Source: an optimization exercise on an open RTL-to-GDS flow (aim: small area). Production flows keep margins and buffers that such runs may drop. At most, simulation tests tie the RTL to the original design; equivalence was not proved. No activity file was given, so power comes from the tool's default toggle rates.

job 101:
## money
module money(reset,CLK, M0, M1, M2, M3, M4, M5, ti , wi, ci, B1, B2, B3, C1, C2, C3, C4, rr, out, To, Wo, Co, Bo, C, so, RRo);
Size in the first run: about 290 cells after synthesis, ~50 I/O pins, about 0.0019 sq mm of cells after synthesis.
export LEC_CHECK = 0
export CAP_MARGIN = 20
export CORE_MARGIN = 2
export CORE_UTILIZATION = 40
export GPL_TIMING_DRIVEN = 0
export SLEW_MARGIN = 20
create_clock -name core_clock -period 5.0 [get_ports {CLK}]
standard.sh (not shown) runs the stock make flow with config.mk's settings and CLKGATE_MAP_FILE= SYNTH_SCRIPT=/design/flow/synth_recipe.tcl, a recipe that flattens the netlist after the stock synthesis.
==> flow/flow/run.sh <==
#!/bin/bash
# Own layout flow: the standard ORFS flow (standard.sh) with
#  - the combinational logic mapped by whichever ABC script in flow/abc/
#    gives the smallest cell area while its netlist still meets the clock
#    before layout (flip-flops are mapped by Yosys exactly as in the standard
#    synthesis, so their names and cell types are unchanged),
#  - extra settings from flow/env.sh (port buffer cell, clock tree options,
#    area recovery).
# ORFS logs each tool under orfs/logs/; make's output of each synthesis try
# goes to try_<script>.log and of the final run to flow_make.log; the
# choice is logged in choose.log.
set -euo pipefail
W=$PWD
rm -rf "$W/myscripts"
cp -r "$FLOW_HOME/scripts" "$W/myscripts"
python3 - "$W/myscripts/synth_preamble.tcl" <<'PY'
import sys
p = sys.argv[1]
s = open(p).read()
key = "# Create argument list for stat"
assert key in s
s = s.replace(key, "if { [info exists ::env(MY_ABC_SCRIPT)] } {\n  set abc_script $::env(MY_ABC_SCRIPT)\n}\n" + key, 1)
open(p, "w").write(s)
PY
export SCRIPTS_DIR="$W/myscripts"
if [[ -f "$W/flow/env.sh" ]]; then
  source "$W/flow/env.sh"
fi
RES="$W/orfs/results/$FLOW_PLATFORM/money/base"
REP="$W/orfs/reports/$FLOW_PLATFORM/money/base"
PLAT="$FLOW_HOME/platforms/$FLOW_PLATFORM"
LIB="$PLAT/lib/sky130_fd_sc_hd__tt_025C_1v80.lib"
: > "$W/choose.log"
for s in "$W"/flow/abc/*.script; do
  name=$(basename "$s" .script)
  rm -rf "$W/orfs"
  if ! MY_ABC_SCRIPT="$s" bash "$W/standard.sh" synth > "$W/try_$name.log" 2>&1; then
    echo "$name failed" >> "$W/choose.log"
    continue
  fi
  area=$(grep "Chip area" "$REP/synth_stat.txt" | awk '{print $NF}')
  cat > "$W/sta_$name.tcl" <<EOT
read_lef $PLAT/lef/sky130_fd_sc_hd.tlef
read_lef $PLAT/lef/sky130_fd_sc_hd_merged.lef
read_liberty $LIB
read_verilog $RES/1_2_yosys.v
link_design $FLOW_TOP
read_sdc $FLOW_SDC
set_driving_cell -lib_cell sky130_fd_sc_hd__buf_1 [delete_from_list [all_inputs] [get_ports CLK]]
report_worst_slack -max -digits 3
EOT
  slack=$(openroad -no_init -exit "$W/sta_$name.tcl" 2>&1 | tee "$W/sta_$name.log" | awk '/^worst slack max/ {print $4}')
  echo "$name $area $slack" >> "$W/choose.log"
done
best=$(python3 - "$W/choose.log" <<'PY'
import sys
rows = []
for line in open(sys.argv[1]):
    f = line.split()
    if len(f) == 3 and f[1] != "failed":
        try:
            rows.append((f[0], float(f[1]), float(f[2])))
        except ValueError:
            pass
ok = [r for r in rows if r[2] >= 0.0]
if ok:
    print(min(ok, key=lambda r: (r[1], r[0]))[0])
else:
    print(max(rows, key=lambda r: r[2])[0])
PY
)
echo "chosen $best" >> "$W/choose.log"
rm -rf "$W/orfs"
export MY_ABC_SCRIPT="$W/flow/abc/$best.script"
bash "$W/standard.sh" finish > "$W/flow_make.log" 2>&1
==> flow/flow/env.sh <==
export BUFFER_PORTS_ARGS="-buffer_cell sky130_fd_sc_hd__buf_1"
export CTS_ARGS="-dont_use_dummy_load -buf_list sky130_fd_sc_hd__clkbuf_16 -root_buf sky130_fd_sc_hd__clkbuf_16 -distance_between_buffers 500"
export RECOVER_POWER=100
Other scripts of this flow, unchanged in this note and not shown: flow/flow/abc/s3.script
Job 101 ended with every stage complete and zero timing, DRC or antenna violations.
Relative to job 101, the following input files were edited for job 102:
- a change of CORE_UTILIZATION from 40 to 60
==> flow/flow/env.sh <==
export BUFFER_PORTS_ARGS="-buffer_cell sky130_fd_sc_hd__buf_1"
export CTS_ARGS="-sink_clustering_enable -repair_clock_nets -dont_use_dummy_load -buf_list sky130_fd_sc_hd__clkbuf_4 -root_buf sky130_fd_sc_hd__clkbuf_4 -sink_clustering_size 20 -sink_clustering_max_diameter 100"
export RECOVER_POWER=100
[summary]
Job 101 → job 102: wire length of the first global-routing pass went down 4.7%; cell row count went down 20%; clock power share went down 12 points; area growth from synthesis to final layout went down 5.0 points.
For job 101, the category of the critical setup timing path was input pin to register, unlike job 102, where it was register to register.
Compared with job 101, in job 102 initial core utilization rose 22 points; reported leakage power dropped 0.042 nW; share of total power in combinational logic shows an increase of 6.6 points; total wirelength of the detailed-routed design down 3.9%; routing usage on met1 up 13 points.
Job 102 consumes less power than job 101 does.
The following lists how job 103 was set up differently from job 102:
- CORE_UTILIZATION: 60 -> 40
-- flow/flow/env.sh --
<<< job 102, line 3
export RECOVER_POWER=100
>>> job 103, line 3
export RECOVER_POWER=100
export SKIP_CTS_REPAIR_TIMING=1
export SKIP_INCREMENTAL_REPAIR=1
### Flow results
Ran to the end and failed final checks on negative setup slack: job 103.
Going from job 102 to job 103, fmax shrinks by about 14%.
Wire length in job 103 is 3.0% above job 102.
Job 103 — fraction of standard cell area in multi-input logic 1.3 points lower, job 102 as reference
Switching power summed over all nets is higher on job 102
Cell at the slowest stage of the critical path = sky130_fd_sc_hd__fa_1: job 102; cell at the slowest stage of the critical path = sky130_fd_sc_hd__nor4_1: job 103
Job 102 → job 103: final cell count has increased, final-layout setup total negative slack saw a decrease, setup slack now smaller, final clock period utilization by the worst path rose by 14 points.
No run of this note included a check of the RTL's function; only the layout flow was run.


## the previous run
money, a different RTL version from the one above (not shown whole).
Size in the first run: ~260 cells after synthesis, roughly 34 flip-flops, about 50 I/O pins, about 1800 um^2 of cells after synthesis.
==> flow/design.v (excerpt) <==
module money(reset,CLK, M0, M1, M2, M3, M4, M5, ti , wi, ci, B1, B2, B3, C1, C2, C3, C4, rr, out, To, Wo, Co, Bo, C, so, RRo);
==> flow/config.mk <==
export PLATFORM = sky130hd
export DESIGN_NAME = money
export DESIGN_NICKNAME = money
export VERILOG_FILES = /design/flow/design.v
export SDC_FILE = /design/flow/constraint.sdc
export NUM_CORES = 4
export LEC_CHECK = 0
export CAP_MARGIN = 20
export CORE_MARGIN = 2
export CORE_UTILIZATION = 40
export GPL_TIMING_DRIVEN = 0
export SLEW_MARGIN = 20
==> flow/constraint.sdc <==
create_clock -name core_clock -period 5.0 [get_ports {CLK}]
set_input_delay 1.0000 -clock core_clock [delete_from_list [all_inputs] [get_ports {CLK}]]
set_output_delay 1.0000 -clock core_clock [all_outputs]
set_load 0.01 [all_outputs]
==> flow/flow/run.sh <==
#!/bin/bash
# Own layout flow: the standard ORFS flow (standard.sh) with
#  - the combinational logic mapped by whichever ABC script in flow/abc/,
#    with or without Yosys's adder extraction, gives the smallest cell area
#    while its netlist has at least 0.3 ns of setup slack before layout
#    (flip-flops are mapped by Yosys exactly as in the standard synthesis,
#    so their names and cell types are unchanged),
#  - extra settings from flow/env.sh (port buffer cell, clock tree options,
#    area recovery),
#  - timing repair aiming at a negative setup margin first (see below).
# ORFS logs each tool under orfs/logs/; make's output of each synthesis try
# goes to try_<script>.log and of the layout to flow_make*.log; the choices
# are logged in choose.log.
set -euo pipefail
W=$PWD
rm -rf "$W/myscripts"
cp -r "$FLOW_HOME/scripts" "$W/myscripts"
python3 - "$W/myscripts/synth_preamble.tcl" <<'PY'
import sys
p = sys.argv[1]
s = open(p).read()
key = "# Create argument list for stat"
assert key in s
s = s.replace(key, "if { [info exists ::env(MY_ABC_SCRIPT)] } {\n  set abc_script $::env(MY_ABC_SCRIPT)\n}\n" + key, 1)
open(p, "w").write(s)
PY
export SCRIPTS_DIR="$W/myscripts"
if [[ -f "$W/flow/env.sh" ]]; then
  source "$W/flow/env.sh"
fi
RES="$W/orfs/results/$FLOW_PLATFORM/money/base"
REP="$W/orfs/reports/$FLOW_PLATFORM/money/base"
PLAT="$FLOW_HOME/platforms/$FLOW_PLATFORM"
LIB="$PLAT/lib/sky130_fd_sc_hd__tt_025C_1v80.lib"
: > "$W/choose.log"
# Each ABC script is tried with Yosys's full-adder extraction (std) and
# without it (noadd, ADDER_MAP_FILE empty).
for s in "$W"/flow/abc/*.script; do
 for mode in std noadd; do
  name=$(basename "$s" .script)_$mode
  if [[ $mode == noadd ]]; then extra=(ADDER_MAP_FILE=); else extra=(); fi
  rm -rf "$W/orfs"
  if ! MY_ABC_SCRIPT="$s" timeout 600 bash "$W/standard.sh" "${extra[@]}" synth > "$W/try_$name.log" 2>&1; then
    echo "$name failed" >> "$W/choose.log"
    continue
  fi
  area=$(grep "Chip area" "$REP/synth_stat.txt" | awk '{print $NF}')
  cat > "$W/sta_$name.tcl" <<EOT
read_lef $PLAT/lef/sky130_fd_sc_hd.tlef
read_lef $PLAT/lef/sky130_fd_sc_hd_merged.lef
read_liberty $LIB
read_verilog $RES/1_2_yosys.v
link_design $FLOW_TOP
read_sdc $FLOW_SDC
set_driving_cell -lib_cell sky130_fd_sc_hd__buf_1 [delete_from_list [all_inputs] [get_ports CLK]]
report_worst_slack -max -digits 3
EOT
  slack=$(openroad -no_init -exit "$W/sta_$name.tcl" 2>&1 | tee "$W/sta_$name.log" | awk '/^worst slack max/ {print $4}' || true)
  echo "$name $area $slack" >> "$W/choose.log"
 done
done
best=$(python3 - "$W/choose.log" <<'PY'
import sys
rows = []
for line in open(sys.argv[1]):
    f = line.split()
    if len(f) == 3:
        try:
            rows.append((f[0], float(f[1]), float(f[2])))
        except ValueError:
            pass
ok = [r for r in rows if r[2] >= 0.3]
if ok:
    print(min(ok, key=lambda r: (r[1], r[0]))[0])
else:
    print(max(rows, key=lambda r: (r[2], -r[1]))[0])
PY
)
echo "chosen $best" >> "$W/choose.log"
export MY_ABC_SCRIPT="$W/flow/abc/${best%_*}.script"
if [[ ${best##*_} == noadd ]]; then extra=(ADDER_MAP_FILE=); else extra=(); fi
# Timing repair during the layout works from estimated parasitics that are
# pessimistic here, so it first aims below zero slack and only aims higher if
# ORFS's final report (extracted parasitics) shows too little slack left.
for m in -0.4 -0.3 -0.2 -0.1 0; do
  rm -rf "$W/orfs" "$W/out/final.def"
  bash "$W/standard.sh" "${extra[@]}" SETUP_SLACK_MARGIN=$m finish > "$W/flow_make_$m.log" 2>&1
  fslack=$(awk '/^worst slack max/ {print $4}' "$REP/6_finish.rpt" | head -1 || true)
  echo "setup margin $m: final worst slack by ORFS: $fslack" >> "$W/choose.log"
  if python3 -c "import sys; sys.exit(0 if float('${fslack:-x}') >= 0.2 else 1)" 2>/dev/null; then
    break
  fi
done
==> flow/flow/abc/w4.script <==
strash
fraig
dch -f
amap
strash
dch -f
amap
strash
dch -f
amap
==> flow/flow/abc/w6.script <==
strash
fraig
strash
dch -f
amap
mfs
strash
dch -f
amap
mfs
strash
dch -f
amap
==> flow/flow/abc/x1.script <==
strash
fraig
strash
dch -f
amap
mfs
strash
dch -f
amap
mfs
strash
dch -f
amap
mfs
strash
dch -f
amap
Other scripts of this flow, unchanged in this note and not shown: flow/flow/abc/abc2.script, flow/flow/abc/abc6.script, flow/flow/abc/s3.script, flow/flow/abc/s7.script, flow/flow/abc/s9.script, flow/flow/abc/t2.script, flow/flow/abc/u1.script, flow/flow/abc/u2.script, flow/flow/abc/u5.script, flow/flow/abc/v1.script, flow/flow/abc/v2.script, flow/flow/abc/v7.script, flow/flow/env.sh
diff inputs: the previous run => the current run
removed: flow/flow/abc/w4.script
removed: flow/flow/abc/w6.script
removed: flow/flow/abc/x1.script
--- outcome ---
The higher wire length per cell came out of the current run.
Going from the previous run to the current run, non-clock buffer count went up by 2.0%, height of the die was more or less identical, half-perimeter wire length after placement went up by 2.4%.
Compared the previous run against the current run; cell-internal power within noise.
Between the previous run and the current run, the die footprint figures differ only marginally.
Compared to the previous run, the routing of the current run uses more wire.
Looking only at core utilization, and setting everything else aside, the higher value of the current run and the previous run goes to the current run.
Setup slack at placement (lower): the current run


Setup of JK:
money, a different RTL version from the one above (not shown whole).
Size: roughly 290 cells after synthesis, roughly 34 flip-flops, roughly 50 I/O pins, about 1900 sq um of cells after synthesis.
clock: 5.0 ns
lec_check: 0
cap_margin: 20
core_margin: 2
core_utilization: 40
gpl_timing_driven: 0
slew_margin: 20
==> flow/flow/run.sh <==
#!/bin/bash
# Own layout flow: the standard ORFS flow (standard.sh) with
#  - an area-oriented ABC mapping script for the combinational logic
#    (flip-flops are mapped by Yosys as in the standard synthesis, so their
#    names and cell types are unchanged),
#  - port buffers of the smallest buffer cell.
set -euo pipefail
W=$PWD
rm -rf "$W/myscripts"
cp -r "$FLOW_HOME/scripts" "$W/myscripts"
python3 - "$W/myscripts/synth_preamble.tcl" <<'PY'
import sys
p = sys.argv[1]
s = open(p).read()
key = "# Create argument list for stat"
assert key in s
s = s.replace(key, "if { [info exists ::env(MY_ABC_SCRIPT)] } {\n  set abc_script $::env(MY_ABC_SCRIPT)\n}\n" + key, 1)
open(p, "w").write(s)
PY
export SCRIPTS_DIR="$W/myscripts"
export MY_ABC_SCRIPT="$W/flow/abc.script"
if [[ -f "$W/flow/buffer_ports_args" ]]; then
  export BUFFER_PORTS_ARGS="$(cat "$W/flow/buffer_ports_args")"
fi
if [[ -f "$W/flow/cts_args" ]]; then
  export CTS_ARGS="$(cat "$W/flow/cts_args")"
fi
bash "$W/standard.sh" finish > "$W/flow_make.log" 2>&1
==> flow/flow/abc.script <==
strash
balance
rewrite
refactor
balance
rewrite
rewrite -z
balance
refactor -z
rewrite -z
balance
dch
map -a
==> flow/flow/buffer_ports_args <==
-buffer_cell sky130_fd_sc_hd__buf_1
==> flow/flow/cts_args <==
-sink_clustering_enable -repair_clock_nets -dont_use_dummy_load -buf_list sky130_fd_sc_hd__clkbuf_4 -root_buf sky130_fd_sc_hd__clkbuf_4 -sink_clustering_size 20 -sink_clustering_max_diameter 100
JK closes out successfully: all stages finished, all timing, DRC and antenna checks passed.
Input-level comparison between MS and JK:
--- a/flow/flow/run.sh
+++ b/flow/flow/run.sh
@@ -3,4 +3,7 @@
-#  - an area-oriented ABC mapping script for the combinational logic
-#    (flip-flops are mapped by Yosys as in the standard synthesis, so their
-#    names and cell types are unchanged),
-#  - port buffers of the smallest buffer cell.
+#  - an area-oriented ABC mapping script (flow/abc.script) for the
+#    combinational logic; flip-flops are mapped by Yosys exactly as in the
+#    standard synthesis, so their names and cell types are unchanged,
+#  - extra settings from flow/env.sh (port buffer cell, clock tree options,
+#    area recovery).
+# Each tool's output is logged by ORFS under orfs/logs/; make's own output
+# goes to flow_make.log.
@@ -22,5 +25,2 @@
-if [[ -f "$W/flow/buffer_ports_args" ]]; then
-  export BUFFER_PORTS_ARGS="$(cat "$W/flow/buffer_ports_args")"
-fi
-if [[ -f "$W/flow/cts_args" ]]; then
-  export CTS_ARGS="$(cat "$W/flow/cts_args")"
+if [[ -f "$W/flow/env.sh" ]]; then
+  source "$W/flow/env.sh"
==> flow/flow/env.sh (new file) <==
export BUFFER_PORTS_ARGS="-buffer_cell sky130_fd_sc_hd__buf_1"
export CTS_ARGS="-sink_clustering_enable -dont_use_dummy_load -buf_list sky130_fd_sc_hd__clkbuf_8 -root_buf sky130_fd_sc_hd__clkbuf_8 -sink_clustering_size 40 -sink_clustering_max_diameter 500"
export RECOVER_POWER=100
removed: flow/flow/buffer_ports_args
removed: flow/flow/cts_args
==> summary.txt <==
Compared with JK, in MS total chip power now larger, growth of design area from synthesis to finish now larger, share of final layout cell area taken by clock buffers and inverters now larger, die area comparable, via count of the first global-routing pass comparable. On MS: sequential share of layout area is 0.36 points lower than what JK gave. MS reports a lower endpoint required time on the critical path than JK does. Compared with JK, MS degrades final standard cell area without fillers.
Inputs modified between MS and AL:
--- a/flow/flow/run.sh
+++ b/flow/flow/run.sh
@@ -3,7 +3,4 @@
-#  - an area-oriented ABC mapping script (flow/abc.script) for the
-#    combinational logic; flip-flops are mapped by Yosys exactly as in the
-#    standard synthesis, so their names and cell types are unchanged,
-#  - extra settings from flow/env.sh (port buffer cell, clock tree options,
-#    area recovery).
-# Each tool's output is logged by ORFS under orfs/logs/; make's own output
-# goes to flow_make.log.
+#  - an area-oriented ABC mapping script for the combinational logic
+#    (flip-flops are mapped by Yosys as in the standard synthesis, so their
+#    names and cell types are unchanged),
+#  - port buffers of the smallest buffer cell.
@@ -25,2 +22,2 @@
-if [[ -f "$W/flow/env.sh" ]]; then
-  source "$W/flow/env.sh"
+if [[ -f "$W/flow/buffer_ports_args" ]]; then
+  export BUFFER_PORTS_ARGS="$(cat "$W/flow/buffer_ports_args")"
==> flow/flow/buffer_ports_args (new file) <==
-buffer_cell sky130_fd_sc_hd__buf_1
removed: flow/flow/env.sh
## What came out
- Status: required time of the critical path parity (MS, AL)
- Minimum setup slack among reg-to-reg paths: MS vs AL, no meaningful difference
- Diff MS -> AL: worst hold slack about even; maximum frequency about even.
- The setup slack of AL is larger than that of MS.
- Against MS, AL comes in 2.9 points lower on proportion of power drawn by combinational gates.
- Lower global-route wire length before repair was reported by MS, not AL.
- There was hardly any difference in total routing resource utilization after global routing between AL and MS.
- On AL: layout overhead on the synthesized area is 2.3 points higher than what MS gave.
#### Input delta (TR over AL)
--- a/flow/config.mk
+++ b/flow/config.mk
@@ -11 +10,0 @@
-export GPL_TIMING_DRIVEN = 0
==> summary.txt <==
TR ended with less critical path depth than AL. Total power consumption of the routed design is higher on TR. TR vs AL: clock network power share up in TR. Comparing TR and AL, the higher area growth from synthesis to layout was measured on TR.

## separate check: timing with driven ports
The flow's constraints put no driver on any port. The routed layouts listed below were extracted and timed again, unchanged, in two steps.
Step 1 sets driving cells, clkbuf_16 on the clock port and buf_2 on the other inputs (assumed; they add their load-dependent delay and slew).
Step 2, shift: input delay + t, output delay - t, t = (earliest + latest rising clock arrival at the registers) / 2. This alone moves slack from input paths to output paths.
Three values: ideal, step 1, step 2; two values: the first two.
run | t (ns) | slack for setup (ns) | worst slew at a driven data input, ns
job 101 | 0.304 | 0.457 / 0.466 / 0.162 | 0.03
job 102 | 0.357 | 0.601 / 0.601 / 0.305 | 0.04
job 103 | 0.359 | -0.123 / -0.123 / -0.401 | 0.03
the previous run | 0.353 | 0.246 / 0.246 / 0.057 | 0.03
the current run | 0.353 | 0.217 / 0.217 / -0.058 | 0.03
JK | 0.351 | 0.510 / 0.510 / 0.214 | 0.03
MS | 0.304 | 0.489 / 0.489 / 0.201 | 0.03
AL | 0.312 | 0.495 / 0.495 / 0.212 | 0.03
TR | 0.312 | 0.538 / 0.538 / 0.234 | 0.04
With both steps, setup timing fails in the current run, where it was met with ideal ports. For TR, which loses most, drivers alone change the setup slack by 0.000 ns; drivers and shift together by -0.304 ns.
